Source: an optimization exercise on an open RTL-to-GDS flow (aim: small area, a short achievable clock period and few clock cycles per item). Production flows keep margins and buffers that such runs may drop.
Function was not checked in any run shown here: the RTL went through the layout flow alone.
No activity file was given, so power comes from the tool's default toggle rates.

**config.mk**
```make
export PLATFORM = sky130hd
export DESIGN_NAME = MGU
export DESIGN_NICKNAME = MGU
export VERILOG_FILES = /design/flow/design.v
export SDC_FILE = /design/flow/constraint.sdc
export NUM_CORES = 4
export LEC_CHECK = 0
export CAP_MARGIN = 20
export CORE_AREA = 10 10 290 290
export DIE_AREA = 0 0 300 300
export PLACE_DENSITY = 0.6
export SETUP_SLACK_MARGIN = 1.6
export SLEW_MARGIN = 20
```
**constraint.sdc**
```tcl
create_clock -name core_clock -period 4.0 [get_ports {clk}]
set_input_delay 0.8000 -clock core_clock [delete_from_list [all_inputs] [get_ports {clk}]]
set_output_delay 0.8000 -clock core_clock [all_outputs]
set_load 0.01 [all_outputs]
```
**design.v**
```verilog
`timescale 1ns / 10ps
module MGU #(
	parameter VPropWidth   = 32,
	parameter EIndexWidth  = 32,
	parameter EDegreeWidth = 30,
	parameter DataWidth    = 512,
	parameter MsgWidth     = 64,
	parameter VMUDataWidth = 94
)(
    input 						 clk,
	input 						 resetn,
	output reg    [MsgWidth-1:0] FIFO_data_msg,
	output                       FIFO_write_msg,
    input                        FIFO_full_msg,
	input     [VMUDataWidth-1:0] FIFO_data_vmu_a,
	output                       FIFO_read_vmu_a,
	input                        FIFO_empty_vmu_a,
	input                        FIFO_read_valid_vmu_a,
	input     [VMUDataWidth-1:0] FIFO_data_vmu_b,
	output                       FIFO_read_vmu_b,
	input                        FIFO_empty_vmu_b,
	input                        FIFO_read_valid_vmu_b,
	output       [EIndexWidth-1:0] read_addr,
	input	     [DataWidth-1:0] read_data,
	output	   			         start_rd,
	input                        end_rd
);
localparam [1:0] S_RST = 2'd0, S_IDLE = 2'd1, S_WAIT = 2'd2, S_DATA = 2'd3;
reg  [1:0]  state;
reg  [30:0] prop;        
reg  [13:0] nblk;        
reg  [29:0] rem;         
reg         rem1;        
reg         rem2;        
reg  [7:0]  slot;        
reg  [7:0]  slot_n;      
reg         msg_v;       
reg         full_q;      
wire        rv  = FIFO_read_valid_vmu_a | FIFO_read_valid_vmu_b;
wire [93:0] rec = ({94{FIFO_read_valid_vmu_a}} & FIFO_data_vmu_a) |
                  ({94{FIFO_read_valid_vmu_b}} & FIFO_data_vmu_b);
wire idle    = (state == S_IDLE);
wire wait_rd = (state == S_WAIT);
wire data    = (state == S_DATA);
wire cap     = data & (~msg_v | ~full_q);    
wire newrec  = rv & state[0];                
wire nextblk = cap & slot[7] & ~rem1;
assign FIFO_write_msg = msg_v & ~full_q;
assign start_rd       = newrec | nextblk;
assign read_addr      = {12'h44a, rec[46:33] | ({14{~rv}} & nblk), 6'b000000};
wire last_d  = data & (cap ? (~slot[7] & rem2) : rem1);
wire last_w  = wait_rd & rem1 & ~(msg_v & full_q);
wire want    = resetn & ((idle & ~rv) |
                         (~FIFO_full_msg & last_d) |
                         (end_rd & last_w) |
                         (end_rd & wait_rd & rem1 & ~FIFO_full_msg));
assign FIFO_read_vmu_a = want & ~FIFO_empty_vmu_a;
assign FIFO_read_vmu_b = want & FIFO_empty_vmu_a & ~FIFO_empty_vmu_b;
reg [15:0] weight;
reg [32:0] neighbor;
integer i;
always @* begin
    weight   = 16'd0;
    neighbor = 33'd0;
    for (i = 0; i < 8; i = i + 1) begin
        weight   = weight | ({16{slot[i]}} &
                   {read_data[64*i+48 +: 8], read_data[64*i+56 +: 8]});
        neighbor = neighbor | ({33{~slot_n[i]}} &
                   {read_data[64*i+8], read_data[64*i+16 +: 8], read_data[64*i+24 +: 8],
                    read_data[64*i+32 +: 8], read_data[64*i+40 +: 8]});
    end
end
wire [16:0] sum_lo = {1'b0, prop[15:0]} + {1'b0, weight};
wire [14:0] sum_hi = sum_lo[16] ? prop[30:16] + 15'd1 : prop[30:16];
always @(posedge clk) begin
    full_q <= FIFO_full_msg;
    if (cap)
        FIFO_data_msg <= {neighbor, sum_hi, sum_lo[15:0]};
    if (newrec) begin
        prop   <= rec[92:62];
        nblk   <= rec[46:33];
        rem    <= rec[29:0];
        rem1   <= (rec[29:0] == 30'd1);
        rem2   <= (rec[29:0] == 30'd2);
        slot   <= 8'd1 << rec[32:30];
        slot_n <= ~(8'd1 << rec[32:30]);
    end else begin
        if (wait_rd & end_rd)
            nblk <= nblk + 14'd1;
        if (cap) begin
            rem    <= rem - 30'd1;
            rem1   <= rem2;
            rem2   <= (rem == 30'd3);
            slot   <= {slot[6:0], slot[7]};
            slot_n <= {slot_n[6:0], slot_n[7]};
        end
    end
    if (~resetn) begin
        state <= S_RST;
        msg_v <= 1'b0;
    end else begin
        msg_v <= cap | (msg_v & full_q);
        case (state)
        S_RST:  state <= S_IDLE;
        S_IDLE: if (rv) state <= S_WAIT;
        S_WAIT: if (end_rd) state <= S_DATA;
        S_DATA: if (cap & (slot[7] | rem1)) state <= (rem1 & ~rv) ? S_IDLE : S_WAIT;
        endcase
    end
end
endmodule
```
**flow/run.sh**
```bash
#!/bin/bash
# Standard layout, except that the port buffers use the smallest buffer cell.
set -euo pipefail
export BUFFER_PORTS_ARGS="-buffer_cell sky130_fd_sc_hd__buf_1"
bash standard.sh finish > standard_make.log 2>&1
```
**standard.sh**
```bash
#!/bin/bash
# synth_recipe.tcl (not shown) runs the flow's synth.tcl, then flattens the netlist and writes it again
# the make line also repeats each setting of config.mk as NAME=value (left out here)
make -C /OpenROAD-flow-scripts/flow DESIGN_CONFIG=/design/flow/config.mk WORK_HOME=/design/flow/orfs CLKGATE_MAP_FILE= SYNTH_SCRIPT=/design/flow/synth_recipe.tcl "${@:-finish}"
```
==> summary.txt, run 1 <==
Status
  – Status: finished clean

Synth
  – Mapped Area: between 10,000 and 15,000 um2
  – Mapped Avg Cell Area: a little under 9 um2
  – Post-synth EDFFs: about 160
  – Synth Area in Simple Gates: 0.124
  – #FFs+latches synth: around 160
  – Area fraction in compound gates after synthesis: 0.249
  – Largest family of logic cells by synthesized area: compound AO/OA/AOI/OAI gates
  – Synth Area in Adders: 0.0280
  – Top FF cell, synth: edfxtp_1
  – Number of distinct library cells after synthesis: 62
  – Leading area contributor after synthesis: edfxtp_1
  – Yosys top cell area share: 0.412
  – Sequential cell area fraction in the yosys report: 0.419
  – Post-Synth XOR/XNOR Area: 0.0482
  – Synth top area cells: edfxtp_1 41%, inv_1 9.0%, o22ai_1 7.3%
  – Mux share of post-synthesis cell area: 0.00186
  – Asr flop ratio synth: 0
  – Yosys warns: 1
  – Mapped Cells: about 1,300

Critical path
  – Critical Path AT: roughly 3.7 ns
  – Crit start category: flop
  – Type of the worst setup path: reg2reg
  – Worst Setup End Kind: flop
  – Worst-path maximum fanout: 13
  – Worst Path Required: 4.23 ns

Clocking
  – TritonCTS buffer count: 17
  – CTS root buffer: clkbuf_16
  – CTS Sinks: roughly 160
  – CTS tree: done
  – Clock latency (worst-skew pair): between 0.4 and 0.5 ns
  – Reg clk slew, reported paths: 0.08 ns
  – CTS max path bufs: 2
  – CTS H-Tree Depth: 4

GRT
  – Vias in the first global route: 13,100
  – Antenna violations before repair: 17
  – Largest net degree at the start of global routing: 52
  – GRT overflow: 0
  – GRT Total Usage: 0.144
  – First-pass GRT wire length: a little over 90,000 um

STA
  – Slew @ Worst Pin: 1.04 ns
  – Hold Fails Final Rpt: 0
  – Fin crit share: 0.857
  – F_max: ~290 MHz
  – Max transition margin: 0.305
  – Hold_ws: around 0.46 ns
  – Setup TNS: 0 ns
  – Clock skew: about 0.019 ns
  – Min cycle time layout: 3.43 ns
  – Fin. max-slew vios: 0
  – Setup slack after layout: ~0.57 ns
  – Endpoints failing setup: 0
  – RSZ-0062 raised after global routing: true

Route
  – Drt pass-1 iters: 5
  – DRC: 0
  – Via count: around 13,000
  – Overall routed net length: about 70,000 um
  – Via density: between 4 and 5
  – DRT antenna net count: 0
  – DR iter-0 viols: between 1,000 and 1,500
  – Wire length per cell: 22.9 um

Floorplanning
  – Die Area: ~90,000 um2
  – Floorplan row count: 102
  – Die W: ~300 um
  – Num ports: ~810
  – Initial Util: 0.148
  – Die H: approximately 300 um
  – Core Area: between 70,000 and 80,000 um2

Pwr
  – P_leak: about 0.0066 uW
  – Maximum vdd drop: slightly below 500 uV
  – Power Density: 563 nW/um2

Place
  – Pre-CTS setup slack: ~0.10 ns
  – GP Congestion: roughly 0.95
  – I/O Buffers: between 600 and 700
  – HPWL after DPL: between 50,000 and 60,000 um

Run
  – Max_cap viols: 0

Layout
  – Share of layout cells above drive strength 1: 0.119
  – Layout overhead on the synthesized area: 48.9%
  – Nets@finish: 2,725

Hold path
  – Worst min path class: in2reg
-- power breakdown --
group	switching, uW	total (uW)	internal [uW]
clock network	896	1720	827
registers	474	3090	2610
logic	2760	4790	2030
-- layer usage --
layer,vias up,GRT usage,routed length [um]
met3,102,0.0430,5860
met5,-,0,43
met2,704,0.244,33100
li1,6071,-,-
met4,6,0.0399,1730
met1,6242,0.176,28900
-- timing repair --
item / 4_1_cts / 5_1_grt
gates cloned: 4 / 1
hold buffers: 0 / 0
gates resized for setup: 77 / 47
buffers inserted: 45 / 25
setup endpoints to repair: 97 / 58
pin swaps: 29 / 38
-- metrics by stage --
step	cell area [um2]	cells	utilization	total power [uW]
2_1_floorplan	11600	1318	-	5340
3_3_place_gp	15300	2938	0.197	7040
3_5_place_dp	15300	2938	0.197	7080
4_1_cts	16600	3019	0.214	9380
5_1_grt	17000	3046	0.220	10200
6_report	17100	3048	0.220	9600
-- cells by family (layout without fill, tap and decap cells) --
family / after synthesis / count (layout)
AND/OR/NAND/NOR: 260 / 260
buffers and inverters: 377 / 1064
flip-flops: 161 / 161
other: 2 / 21
multiplexers: 2 / 2
AO/OA/AOI/OAI: 412 / 412
XOR/XNOR: 63 / 63
adder cells (fa/ha/maj): 25 / 25
-- cells in the mapped netlist (5+ instances only) --
master,instances
and3_1,8
nor4_1,13
or4_1,34
nand2_1,57
xnor2_1,26
inv_1,276
edfxtp_1,157
a221oi_1,26
nand3_1,23
clkbuf_1,67
a31oi_1,5
buf_1,13
o21ai_1,7
a21oi_1,43
nor2_1,52
o21ai_0,27
o22ai_1,134
nand4_1,21
a22o_1,51
buf_4,19
a22oi_1,69
xor2_1,37
nor3_1,17
ha_1,24
a21o_1,27
-- sequential cells by signal (all words and copies together) (netlist names) --
signal	cells
nblk	14
rem1	1
msg_v	1
slot	8
rem	30
state	2
slot_n	8
FIFO_data_msg	64
rem2	1
prop	31
full_q	1
-- final timing paths --
kind	slack, ns	to	cells past startpoint	from
setup / recovery	0.57	FIFO_data_msg[17]	11	slot[3]
hold / removal	0.46	full_q	1	FIFO_full_msg
setup reg to reg	0.57	FIFO_data_msg[17]	11	slot[3]
hold reg to reg	0.58	msg_v	2	msg_v
-- layout make-up --
cell class / instances / area [um2]
clock inverters: 15 / 145
flip-flops and latches: 161 / 4790
multi-input cells: 780 / 5660
inverters: 277 / 1040
repair buffers: 755 / 3680
diodes: 3 / 7.51
fillers: 8628 / 60500
clock buffers: 17 / 425
well taps: 1040 / 1300
-- cell usage in the layout, fill, tap and decap left out, types with 49 or more instances in the layout --
| cell | n |
|---|---|
| buf_1 | 618 |
| inv_1 | 275 |
| edfxtp_1 | 157 |
| o22ai_1 | 134 |
| buf_4 | 78 |
| a22oi_1 | 58 |
| nand2_1 | 55 |
| a22o_1 | 50 |
| nor2_1 | 49 |
-- critical path: stages, from the launching register on --
cell,delay [ns]
edfxtp_1,0.45
buf_8,0.17
a22oi_2,0.15
nand4_1,0.27
ha_2,0.29
fa_2,0.37
a211oi_2,0.22
nor2_2,0.08
a221o_2,0.44
o31ai_4,0.24
buf_12,0.17
mux2_1,0.32
==> run 2: changes to the inputs <==
--- a/config.mk
+++ b/config.mk
@@ -11,3 +11,3 @@
 export PLACE_DENSITY = 0.6
-export SETUP_SLACK_MARGIN = 1.6
+export SETUP_SLACK_MARGIN = 1.0
 export SLEW_MARGIN = 20
==> summary.txt, run 2 <==
GRT
  – GRT overflow: 0 (unchanged)
  – Vias in the first global route: 13,200 (+1.2%)
  – GRT Total Usage: 0.141 (-0.00310)
  – First-pass GRT wire length: 92,000 um (-1.7%)
  – Antenna violations before repair: 10 (-7)
  – Largest net degree at the start of global routing: 52 (unchanged)

Route
  – Via density: 4.26 (-1.1%)
  – Via count: 12,900 (-1.9%)
  – Drt pass-1 iters: 5 (unchanged)
  – DRC: 0 (unchanged)
  – Overall routed net length: 67,900 um (-2.5%)
  – DR iter-0 viols: 836 (-22%)
  – Wire length per cell: 22.5 um (-1.6%)
  – DRT antenna net count: 0 (unchanged)

Layout
  – Top flop regs: FIFO_data_msg: 64 flops, prop: 31 flops, rem: 30 flops
  – Layout overhead on the synthesized area: 44.2%
  – Nets@finish: 2,696 (-1.1%)
  – Share of layout cells above drive strength 1: 0.0951 (-0.0241)
  – Most frequent cells in the layout: 634 x buf_1, 274 x inv_1, 157 x edfxtp_1, 134 x o22ai_1, 57 x buf_4
  – Top reg by flops: FIFO_data_msg
  – Largest register FFs: 64 (unchanged)
  – # fillers: 8,662 (+0.39%)
  – Most common cell after layout, fill and taps aside: buf_1

STA
  – Setup TNS: 0 ns (unchanged)
  – Fin crit share: 0.844 (-0.0134)
  – Max transition margin: 0.459 (+0.153)
  – Clock skew: 0.0206 ns (+0.00155 ns)
  – F_max: 296 MHz (+1.6%)
  – Min cycle time layout: 3.37 ns (-0.0537 ns)
  – Slew @ Worst Pin: 0.812 ns (-0.230 ns)
  – Setup slack after layout: 0.625 ns (+0.0537 ns)
  – Fin. max-slew vios: 0 (unchanged)
  – RSZ-0062 raised after global routing: true
  – Endpoints failing setup: 0 (unchanged)
  – Hold Fails Final Rpt: 0 (unchanged)

Critical path
  – Worst Setup End Kind: flop
  – CP max stage delay: 0.45 ns (about the same)
  – Crit-path most repeated cell: buf_6
  – FF-to-FF setup slack: 0.63 ns (+0.05 ns)
  – Critical Path AT: 3.59 ns (-0.06 ns)
  – Crit-path leading delay family: compound AO/OA/AOI/OAI gates
  – R2R cell count: 13 (+2)
  – FF-to-FF End: FIFO_data_msg[24]
  – Type of the worst setup path: reg2reg
  – Worst Path Required: 4.21 ns (-0.02 ns)
  – Worst-path maximum fanout: 12 (-1)
  – WP buf/inv: 3 (+1)
  – Slowest-stage cell, CP: a221o_2
  – Critical Path, Cell by Cell: buf_6 > buf_6 > a22oi_2 > nand4_1 > ha_2 > fa_2 > a211oi_2 > nor2_2 > a221o_2 > o31ai_4 > buf_6 > nor3_1 > xor2_1
  – R2R Path Start: slot[4]
  – Crit start category: flop

Floorplanning
  – Floorplan row count: 102 (unchanged)
  – Num ports: 808 (unchanged)
  – Initial Util: 0.148 (unchanged)
  – Die W: 300 um (unchanged)
  – Die H: 300 um (unchanged)
  – Core Area: 77,600 um2 (unchanged)
  – Die Area: 90,000 um2 (unchanged)

Hold path
  – Hold wc startpoint: FIFO_full_msg
  – Hold depth: 1 (unchanged)
  – Worst min path class: in2reg
  – Hold Path End: full_q

Pwr
  – Maximum vdd drop: 305 uV (-38%)
  – Power Density: 570 nW/um2 (+1.1%)
  – P_leak: 0.00627 uW (-4.9%)

Clocking
  – Clock latency (worst-skew pair): 0.49 ns (about the same)
  – CTS max path bufs: 2 (unchanged)
  – Reg clk slew, reported paths: 0.08 ns (about the same)
  – TritonCTS buffer count: 17 (unchanged)
  – CTS Sinks: 161 (unchanged)
  – CTS tree: done
  – CTS root buffer: clkbuf_16
  – CTS H-Tree Depth: 4 (unchanged)
  – Hold buffers post-CTS: 0 (unchanged)

Synth
  – Largest family of logic cells by synthesized area: compound AO/OA/AOI/OAI gates
  – Post-synth EDFFs: 157 (unchanged)
  – Area fraction in compound gates after synthesis: 0.249 (unchanged)
  – Top cells by count, synth: 276 x inv_1, 157 x edfxtp_1, 134 x o22ai_1
  – Yosys warns: 1 (unchanged)
  – Post-Synth XOR/XNOR Area: 0.0482 (unchanged)
  – Top FF cell, synth: edfxtp_1
  – Synth Area in Adders: 0.0280 (unchanged)
  – Synth top area cells: edfxtp_1 41%, inv_1 9.0%, o22ai_1 7.3%
  – Sequential cell area fraction in the yosys report: 0.419 (unchanged)
  – Number of distinct library cells after synthesis: 62 (unchanged)
  – Mapped Avg Cell Area: 8.79 um2 (unchanged)
  – #FFs+latches synth: 161 (unchanged)
  – Synth Area in Simple Gates: 0.124 (unchanged)
  – Asr flop ratio synth: 0 (unchanged)
  – Yosys top cell area share: 0.412 (unchanged)
  – Mapped Area: 11,500 um2 (unchanged)
  – Mapped Cells: 1,302 (unchanged)
  – Leading area contributor after synthesis: edfxtp_1
  – Mux share of post-synthesis cell area: 0.00186 (unchanged)
  – Most frequent cell after synthesis: inv_1

Place
  – Pre-CTS setup slack: 0.123 ns (+0.0235 ns)
  – HPWL after DPL: 54,600 um (-0.38%)
  – GP Congestion: 0.971 (+2.2%)
  – I/O Buffers: 637 (unchanged)

Status
  – Status: finished clean

Run
  – Max_cap viols: 0 (unchanged)
run 2: cell counts after synthesis:
Identical to the previous run, type by type.
run 2: what timing repair did:
action / in CTS / in global routing
endpoints found under the setup margin: 24 / 39
pin swaps: 21 / 21
gates resized for setup: 53 / 31
cloned: 0 / 0
buffers inserted: 33 / 8
run 2: worst register-to-register path, stage by stage, from the launching register on:
cell	delay, ns
edfxtp_1	0.40
buf_6	0.16
buf_6	0.13
a22oi_2	0.13
nand4_1	0.25
ha_2	0.29
fa_2	0.35
a211oi_2	0.22
nor2_2	0.08
a221o_2	0.45
o31ai_4	0.27
buf_6	0.19
nor3_1	0.07
xor2_1	0.14
run 2: how the worst max path moves through the flow:
stage	to	start	depth (start not counted)	slack (ns)
6_report	FIFO_data_msg[24]	slot[4]	13	0.63
5_1_grt	FIFO_data_msg[27]	slot[4]	13	0.45
4_1_cts	FIFO_data_msg[24]	slot[4]	13	0.58
3_5_place_dp	FIFO_data_msg[30]	slot[4]	12	0.12
3_3_place_gp	FIFO_data_msg[30]	read_data[56]	13	0.16
2_1_floorplan	FIFO_data_msg[25]	read_data[56]	11	0.80
run 2: kinds of logic (layout without fill, tap and decap cells):
kind of cell / Yosys count / in the layout
AND/OR/NAND/NOR: 260 / 260
XOR/XNOR: 63 / 63
other: 2 / 23
multiplexers: 2 / 2
adder cells (fa/ha/maj): 25 / 25
AO/OA/AOI/OAI: 412 / 412
buffers and inverters: 377 / 1035
flip-flops: 161 / 161
run 2: final cells by class:
| type | count | area [um2] | area share |
|---|---|---|---|
| Multi-Input combinational cell | 780 | 5520 | 0.334 |
| Sequential cell | 161 | 4800 | 0.291 |
| Timing Repair Buffer | 726 | 3240 | 0.196 |
| Tap cell | 1040 | 1300 | 0.0788 |
| Inverter | 277 | 1040 | 0.0632 |
| Clock buffer | 18 | 429 | 0.0260 |
| Clock inverter | 14 | 170 | 0.0103 |
| Antenna cell | 5 | 12.5 | 0.000758 |
run 2: power breakdown:
group | internal, uW | switching [uW]
registers | 2610 | 377
clock network | 945 | 870
logic | 1850 | 2750
total | 5410 | 3990
run 2: layer usage:
metal,wire [um],share of wire,vias up,track usage
li1,-,-,6025,-
met1,28600,0.42,6112,0.171
met2,32700,0.48,649,0.240
met3,5230,0.077,80,0.0428
met4,1300,0.019,6,0.0376
met5,36,0.00053,-,0
run 2: metrics by stage:
step                std cells  total power, uW  utilization  hold WS (ns)  instance area, um2
detailed placement       2943             7050        0.196         0.551               15200
CTS                      3008             9390        0.210         0.389               16300
finish                   3021             9400        0.213         0.463               16500
global route             3019            10000        0.213         0.418               16500
global placement         2943             7000        0.196         0.541               15200
floorplan                1318             5290            -         0.519               11500

## what the ideal ports hide
The flow's constraints put no driver on any port. The routed layouts listed below were extracted and timed again, unchanged, in two steps.
Step 1 sets driving cells, clkbuf_16 on the clock port and buf_2 on the other inputs (assumed; they add their load-dependent delay and slew).
Step 2, shift: input delay + t, output delay - t, t = (earliest + latest rising clock arrival at the registers) / 2. This alone moves slack from input paths to output paths.
Three values: no drivers, after step 1, after step 2; two values: the first two.
| run | t (ns) | setup WS [ns] | hold slack, ns | worst setup path at the end | latest minus earliest clock arrival (ns) |
|---|---|---|---|---|---|
| run 1 | 0.534 | 0.572 / 0.560 / 0.025 | 0.460 / 0.458 / 0.578 | input to register | 0.019 / 0.019 |
| run 2 | 0.533 | 0.625 / 0.625 / 0.187 | 0.463 / 0.450 / 0.563 | input to register | 0.026 / 0.026 |
After both steps every run listed still meets setup and hold. The setup slack of run 1, which loses most, moves by -0.012 ns with the drivers and by -0.547 ns with both steps.
